Background: an optimization exercise with open tools, aiming at small area. Do not read the settings as production practice.
Only simulation tests tie the RTL to the original design; equivalence was not proved.
No activity file was given, so power comes from the tool's default toggle rates.

## nickel
==> flow/design.v <==
module pov
	(MemOE, MemWR, RamCS, FlashCS, QuadSpiFlashCS,
	ClkPort,
	BtnL, BtnU, BtnD, BtnR,
	BtnC,
	Sw7, Sw6, Sw5, Sw4, Sw3, Sw2, Sw1, Sw0,
	Ld2, Ld1, Ld0,
	JA1,
	JA2,
	JA3,
	JA4
	);
	input		ClkPort;
	input		BtnL, BtnU, BtnD, BtnR, BtnC;
	input		Sw7, Sw6, Sw5, Sw4, Sw3, Sw2, Sw1, Sw0;
	output 	MemOE, MemWR, RamCS, FlashCS, QuadSpiFlashCS;
	output 	Ld0, Ld1, Ld2;
	output wire JA1, JA2, JA4;
	input wire JA3;
	wire clk = ClkPort;
	wire rst = BtnC;
	assign {MemOE, MemWR, RamCS, FlashCS, QuadSpiFlashCS} = 5'b11111;
	assign JA4 = 1'b1;
	reg [4:0] r;
	wire sec_tick = (r == 5'd17);                       
	always @(posedge clk, posedge rst)
		if (rst)
			r <= 5'd18;
		else
			r <= (r == 5'd19) ? 5'd0 : r + 5'd1;
	reg [2:0] sec5;
	wire pix_evt;                                      
	reg [3:0] so, mo, ho;
	reg [2:0] st, mt;
	reg [1:0] ht;
	reg       pending;    
	wire      blank = sec5[2] & sec5[0];   
	wire s1 = (so == 4'd9);
	wire s2 = s1 && (st == 3'd5);
	wire m1 = s2 && (mo == 4'd9);
	wire m2 = m1 && (mt == 3'd5);
	wire hwrap = (ht == 2'd2) && (ho == 4'd4);
	wire [3:0] n_so = s1 ? 4'd0 : so + 4'd1;
	wire [2:0] n_st = s2 ? 3'd0 : (s1 ? st + 3'd1 : st);
	wire [3:0] n_mo = m1 ? 4'd0 : (s2 ? mo + 4'd1 : mo);
	wire [2:0] n_mt = m2 ? 3'd0 : (m1 ? mt + 3'd1 : mt);
	wire [3:0] n_ho = m2 ? ((hwrap || ho == 4'd9) ? 4'd0 : ho + 4'd1) : ho;
	wire [1:0] n_ht = m2 ? (hwrap ? 2'd0 : (ho == 4'd9 ? ht + 2'd1 : ht)) : ht;
	assign pix_evt = (r == 5'd16) && sec5[2] && (so == 4'd9);   
	wire [2:0] q = r[2:0];    
	wire done_s = s2 || (q > st);
	wire done_m = m2 || (q > mt) || (!s2 && mo == 4'd0 && q == mt);
	wire done_h = (m2 && hwrap) || (q > {1'b0, ht}) || (!m2 && ho == 4'd0 && q == {1'b0, ht});
	wire latch = pending && !r[4] && (q != 3'd0) && done_s && done_m && done_h;
	always @(posedge clk, posedge rst)
		if (rst) begin
			so <= 4'd0; st <= 3'd4;
			mo <= 4'd4; mt <= 3'd3;
			ho <= 4'd4; ht <= 2'd0;
			pending <= 1'b0;
			sec5 <= 3'd5;
		end else begin
			if (sec_tick)
				pending <= 1'b1;
			if (latch) begin
				pending <= 1'b0;
				so <= n_so; st <= n_st;
				mo <= n_mo; mt <= n_mt;
				ho <= n_ho; ht <= n_ht;
				if (s1 || blank)
					sec5 <= sec5[2] ? 3'd0 : sec5 + 3'd1;
			end
		end
	localparam WAIT = 2'd0, RIGHT_PAD = 2'd1, DIGIT = 2'd2, DIGIT_PAD = 2'd3;
	reg [1:0] state;
	reg [2:0] pc;
	reg [2:0] dc;
	reg       write_data;
	assign {Ld2, Ld1, Ld0} = {1'b0, state};
	reg [3:0] digit;
	always @* begin
		case (dc)
			3'd0: digit = so;
			3'd1: digit = {1'b0, st};
			3'd2: digit = mo;
			3'd3: digit = {1'b0, mt};
			3'd4: digit = ho;
			default: digit = {2'b0, ht};
		endcase
		if (blank)
			digit = 4'd0;
	end
	reg [6:0] glyph;
	always @* begin
		glyph = 7'd0;
		case (digit)
			4'd1: case (pc[2:0])
				3'd0: glyph = 7'b1000000;
				3'd1: glyph = 7'b1111111;
				3'd2: glyph = 7'b1000010;
				default: glyph = 7'd0;
			endcase
			4'd2: case (pc[2:0])
				3'd0: glyph = 7'b1000110;
				3'd1: glyph = 7'b1001001;
				3'd2: glyph = 7'b1010001;
				3'd3: glyph = 7'b1100001;
				3'd4: glyph = 7'b1000010;
				default: glyph = 7'd0;
			endcase
			4'd3: case (pc[2:0])
				3'd0: glyph = 7'b0110110;
				3'd1: glyph = 7'b1001001;
				3'd2: glyph = 7'b1001001;
				3'd3: glyph = 7'b1001001;
				3'd4: glyph = 7'b0100010;
				default: glyph = 7'd0;
			endcase
			4'd4: case (pc[2:0])
				3'd0: glyph = 7'b0010000;
				3'd1: glyph = 7'b1111111;
				3'd2: glyph = 7'b0010010;
				3'd3: glyph = 7'b0010100;
				3'd4: glyph = 7'b0011000;
				default: glyph = 7'd0;
			endcase
			4'd5: case (pc[2:0])
				3'd0: glyph = 7'b0110001;
				3'd1: glyph = 7'b1001001;
				3'd2: glyph = 7'b1001001;
				3'd3: glyph = 7'b1001001;
				3'd4: glyph = 7'b0101111;
				default: glyph = 7'd0;
			endcase
			4'd6: case (pc[2:0])
				3'd0: glyph = 7'b0110010;
				3'd1: glyph = 7'b1001001;
				3'd2: glyph = 7'b1001001;
				3'd3: glyph = 7'b1001001;
				3'd4: glyph = 7'b0111110;
				default: glyph = 7'd0;
			endcase
			4'd7: case (pc[2:0])
				3'd0: glyph = 7'b0000111;
				3'd1: glyph = 7'b0001001;
				3'd2: glyph = 7'b1110001;
				3'd3: glyph = 7'b0000001;
				3'd4: glyph = 7'b0111110;
				default: glyph = 7'd0;
			endcase
			4'd8: case (pc[2:0])
				3'd0: glyph = 7'b0110110;
				3'd1: glyph = 7'b1001001;
				3'd2: glyph = 7'b1001001;
				3'd3: glyph = 7'b1001001;
				3'd4: glyph = 7'b0110110;
				default: glyph = 7'd0;
			endcase
			4'd9: case (pc[2:0])
				3'd0: glyph = 7'b0111110;
				3'd1: glyph = 7'b1001001;
				3'd2: glyph = 7'b1001001;
				3'd3: glyph = 7'b1001001;
				3'd4: glyph = 7'b0100110;
				default: glyph = 7'd0;
			endcase
			default: case (pc[2:0])
				3'd0: glyph = 7'b0111110;
				3'd1: glyph = 7'b1000101;
				3'd2: glyph = 7'b1001001;
				3'd3: glyph = 7'b1010001;
				3'd4: glyph = 7'b0111110;
				default: glyph = 7'd0;
			endcase
		endcase
	end
	always @(posedge clk, posedge rst)
		if (rst) begin
			state <= WAIT;
			write_data <= 1'b1;
		end else begin
			case (state)
				WAIT: begin
					write_data <= 1'b0;
					if (!JA3) begin
						state <= RIGHT_PAD;
						write_data <= 1'b1;
					end
				end
				RIGHT_PAD:
					if (pix_evt && {dc[1:0], pc} == 5'd31)
						state <= DIGIT;
				DIGIT: begin
					if (pix_evt && pc == 3'd5) begin
						if (dc == 3'd1 || dc == 3'd3)
							state <= DIGIT_PAD;
						else if (dc == 3'd5)
							state <= WAIT;
					end
				end
				DIGIT_PAD:
					if (pix_evt && pc == 3'd1)
						state <= DIGIT;
			endcase
		end
	always @(posedge clk, posedge rst)
		if (rst) begin
			pc <= 3'd0;
			dc <= 3'd0;
		end else case (state)
			WAIT:
				if (!JA3) begin
					pc <= 3'd0;
					dc <= 3'd0;
				end
			RIGHT_PAD:
				if (pix_evt)
					{dc[1:0], pc} <= {dc[1:0], pc} + 5'd1;
			DIGIT:
				if (pix_evt) begin
					if (pc == 3'd5) begin
						pc <= 3'd0;
						dc <= dc + 3'd1;
					end else
						pc <= pc + 3'd1;
				end
			DIGIT_PAD:
				if (pix_evt)
					pc <= (pc == 3'd1) ? 3'd0 : pc + 3'd1;
		endcase
	localparam F_IDLE = 3'd0, F_START = 3'd1, F_TRIG = 3'd2, F_LOAD = 3'd3,
	           F_XFER = 3'd4, F_TAIL = 3'd5, F_UNLOAD = 3'd6, F_DONE = 3'd7;
	reg [2:0] phase;
	reg [1:0] div3;
	reg       bus_clk;
	reg [3:0] w;         
	reg [4:0] k;         
	reg       lit;       
	always @(posedge clk, posedge rst)
		if (rst)
			div3 <= 2'd0;
		else
			div3 <= (div3 == 2'd2) ? 2'd0 : div3 + 2'd1;
	always @(posedge clk, posedge rst)
		if (rst) begin
			phase <= F_IDLE;
			bus_clk <= 1'b0;
		end else
			case (phase)
				F_IDLE:   if (write_data) phase <= F_START;
				F_START:  phase <= F_TRIG;
				F_TRIG:   phase <= F_LOAD;
				F_LOAD:   phase <= F_XFER;
				F_XFER:
					if (div3 == 2'd2) begin
						bus_clk <= !bus_clk;
						if (bus_clk && k == 5'd0)
							phase <= F_TAIL;
					end
				F_TAIL:   phase <= F_UNLOAD;
				F_UNLOAD: phase <= F_DONE;
				F_DONE:   phase <= (w == 4'd9) ? F_IDLE : F_TRIG;
			endcase
	wire [7:0] led_lit = (state == DIGIT) ?
		{glyph[0], glyph[1], glyph[2], glyph[3], glyph[4], glyph[5], glyph[6], 1'b0} : 8'd0;
	always @(posedge clk, posedge rst)
		if (rst) begin
			w <= 4'd0;
			k <= 5'd0;
			lit <= 1'b0;
		end else case (phase)
			F_START: w <= 4'd0;
			F_UNLOAD: lit <= led_lit[w[2:0]];
			F_DONE: w <= w + 4'd1;
			F_LOAD: k <= 5'd31;
			F_XFER:
				if (div3 == 2'd2 && bus_clk)
					k <= k - 5'd1;
			default: ;
		endcase
	reg bit_val;
	always @*
		if (w == 4'd0)
			bit_val = 1'b0;
		else if (w == 4'd9)
			bit_val = 1'b1;
		else
			bit_val = (k[4:3] == 2'b11) || ((k == 5'd23 || k == 5'd6) && lit);
	assign JA1 = (phase == F_XFER) && bit_val;
	assign JA2 = bus_clk;
endmodule
Settings: LEC_CHECK=0, CAP_MARGIN=20, CORE_MARGIN=2, CORE_UTILIZATION=70, PLACE_DENSITY=0.8, SLEW_MARGIN=20; clock period 10.0 ns.
standard.sh (not shown) runs the stock make flow with config.mk's settings and CLKGATE_MAP_FILE= SYNTH_SCRIPT=/design/flow/synth_recipe.tcl, a recipe that flattens the netlist after the stock synthesis.
==> flow/flow/run.sh <==
#!/bin/bash
# The standard layout (standard.sh) with these changes:
#  - synthesis: synth_recipe.tcl unchanged, except that ABC maps the logic with
#    an area-oriented script (flow/abc_area.script, with &deepsyn) and adders
#    are left to ABC
#    instead of being mapped to half/full-adder cells;
#  - CTS: clkbuf_8 clock buffers and no dummy loads;
#  - ports are buffered with buf_1.
# make's output goes to standard.log; each ORFS step writes its own log
# under orfs/logs.
set -euo pipefail
work=$(pwd)
script="$work/flow/abc_area.script"
{
  cat <<EOT
proc abc {args} {
  set i [lsearch -exact \$args -script]
  if {\$i >= 0} { lset args [expr {\$i + 1}] {$script} }
  yosys abc {*}\$args
}
EOT
  cat "$work/synth_recipe.tcl"
} > "$work/area_synth.tcl"
sed "s|SYNTH_SCRIPT=[^ ]*|SYNTH_SCRIPT=$work/area_synth.tcl|" "$work/standard.sh" > "$work/area_standard.sh"
grep -q "SYNTH_SCRIPT=$work/area_synth.tcl" "$work/area_standard.sh"
export ADDER_MAP_FILE=
export CTS_ARGS="-sink_clustering_enable -repair_clock_nets -dont_use_dummy_load -buf_list sky130_fd_sc_hd__clkbuf_8 -sink_clustering_size 20 -sink_clustering_max_diameter 100"
export BUFFER_PORTS_ARGS="-buffer_cell sky130_fd_sc_hd__buf_1"
bash "$work/area_standard.sh" > "$work/standard.log" 2>&1
==> flow/flow/abc_area.script <==
strash
balance
rewrite
refactor
balance
rewrite
rewrite -z
balance
refactor -z
rewrite -z
balance
&get -n
&deepsyn -T 90 -S 7
&put
dch -f
amap
strash
balance
rewrite
refactor
balance
rewrite
rewrite -z
balance
refactor -z
rewrite -z
balance
dch -f
amap
topo
[inputs] maple vs nickel
--- a/flow/design.v
+++ b/flow/design.v
@@ -200,17 +200,14 @@
 				end
 				DIGIT_PAD:
 					if (pix_evt && pc == 3'd1)
 						state <= DIGIT;
 			endcase
 		end
-	always @(posedge clk, posedge rst)
-		if (rst) begin
-			pc <= 3'd0;
-			dc <= 3'd0;
-		end else case (state)
+	always @(posedge clk)
+		case (state)
 			WAIT:
 				if (!JA3) begin
 					pc <= 3'd0;
 					dc <= 3'd0;
 				end
 			RIGHT_PAD:
@@ -260,18 +257,14 @@
 				F_TAIL:   phase <= F_UNLOAD;
 				F_UNLOAD: phase <= F_DONE;
 				F_DONE:   phase <= (w == 4'd9) ? F_IDLE : F_TRIG;
 			endcase
 	wire [7:0] led_lit = (state == DIGIT) ?
 		{glyph[0], glyph[1], glyph[2], glyph[3], glyph[4], glyph[5], glyph[6], 1'b0} : 8'd0;
-	always @(posedge clk, posedge rst)
-		if (rst) begin
-			w <= 4'd0;
-			k <= 5'd0;
-			lit <= 1'b0;
-		end else case (phase)
+	always @(posedge clk)
+		case (phase)
 			F_START: w <= 4'd0;
 			F_UNLOAD: lit <= led_lit[w[2:0]];
 			F_DONE: w <= w + 4'd1;
 			F_LOAD: k <= 5'd31;
 			F_XFER:
 				if (div3 == 2'd2 && bus_clk)
Findings:
Fraction of power consumed by the clock network (maple over nickel): increase, 2.5 points
Compared to nickel, maple reaches a lower achievable clock.
Ratio of total power to cell area: maple < nickel
Critical path depth for maple is higher than for nickel.
Post-route fraction of the period consumed by the critical path came out higher on maple than on nickel.
maple ended up with sequential cells as its dominant kind of cell; nickel ended up with multi-input combinational cells.
Relative to nickel, fraction of standard cell area that is sequential increased by 2.4 points in maple.

-- port drivers added, routing unchanged --
Ports are ideal in the flow. The routed layouts listed here were re-timed in OpenROAD.
Step 1, drivers: a clkbuf_16 drives ClkPort and a buf_2 each remaining input, both assumed.
Step 2 moves the port delays by t, midway between the first and last clock arrival at a register: inputs arrive t later, outputs are due t later. That takes back most of the time a late clock gives input paths.
Three values: ideal ports, drivers, drivers and shift; two values: the first two.
run	shift t [ns]	slack for setup (ns)	hold slack, ns
nickel	0.330	6.181 / 6.161 / 6.181	0.447 / 0.447 / 0.447
maple	0.328	5.931 / 5.931 / 5.931	0.440 / 0.440 / 0.440
After both steps every run listed still meets setup and hold.
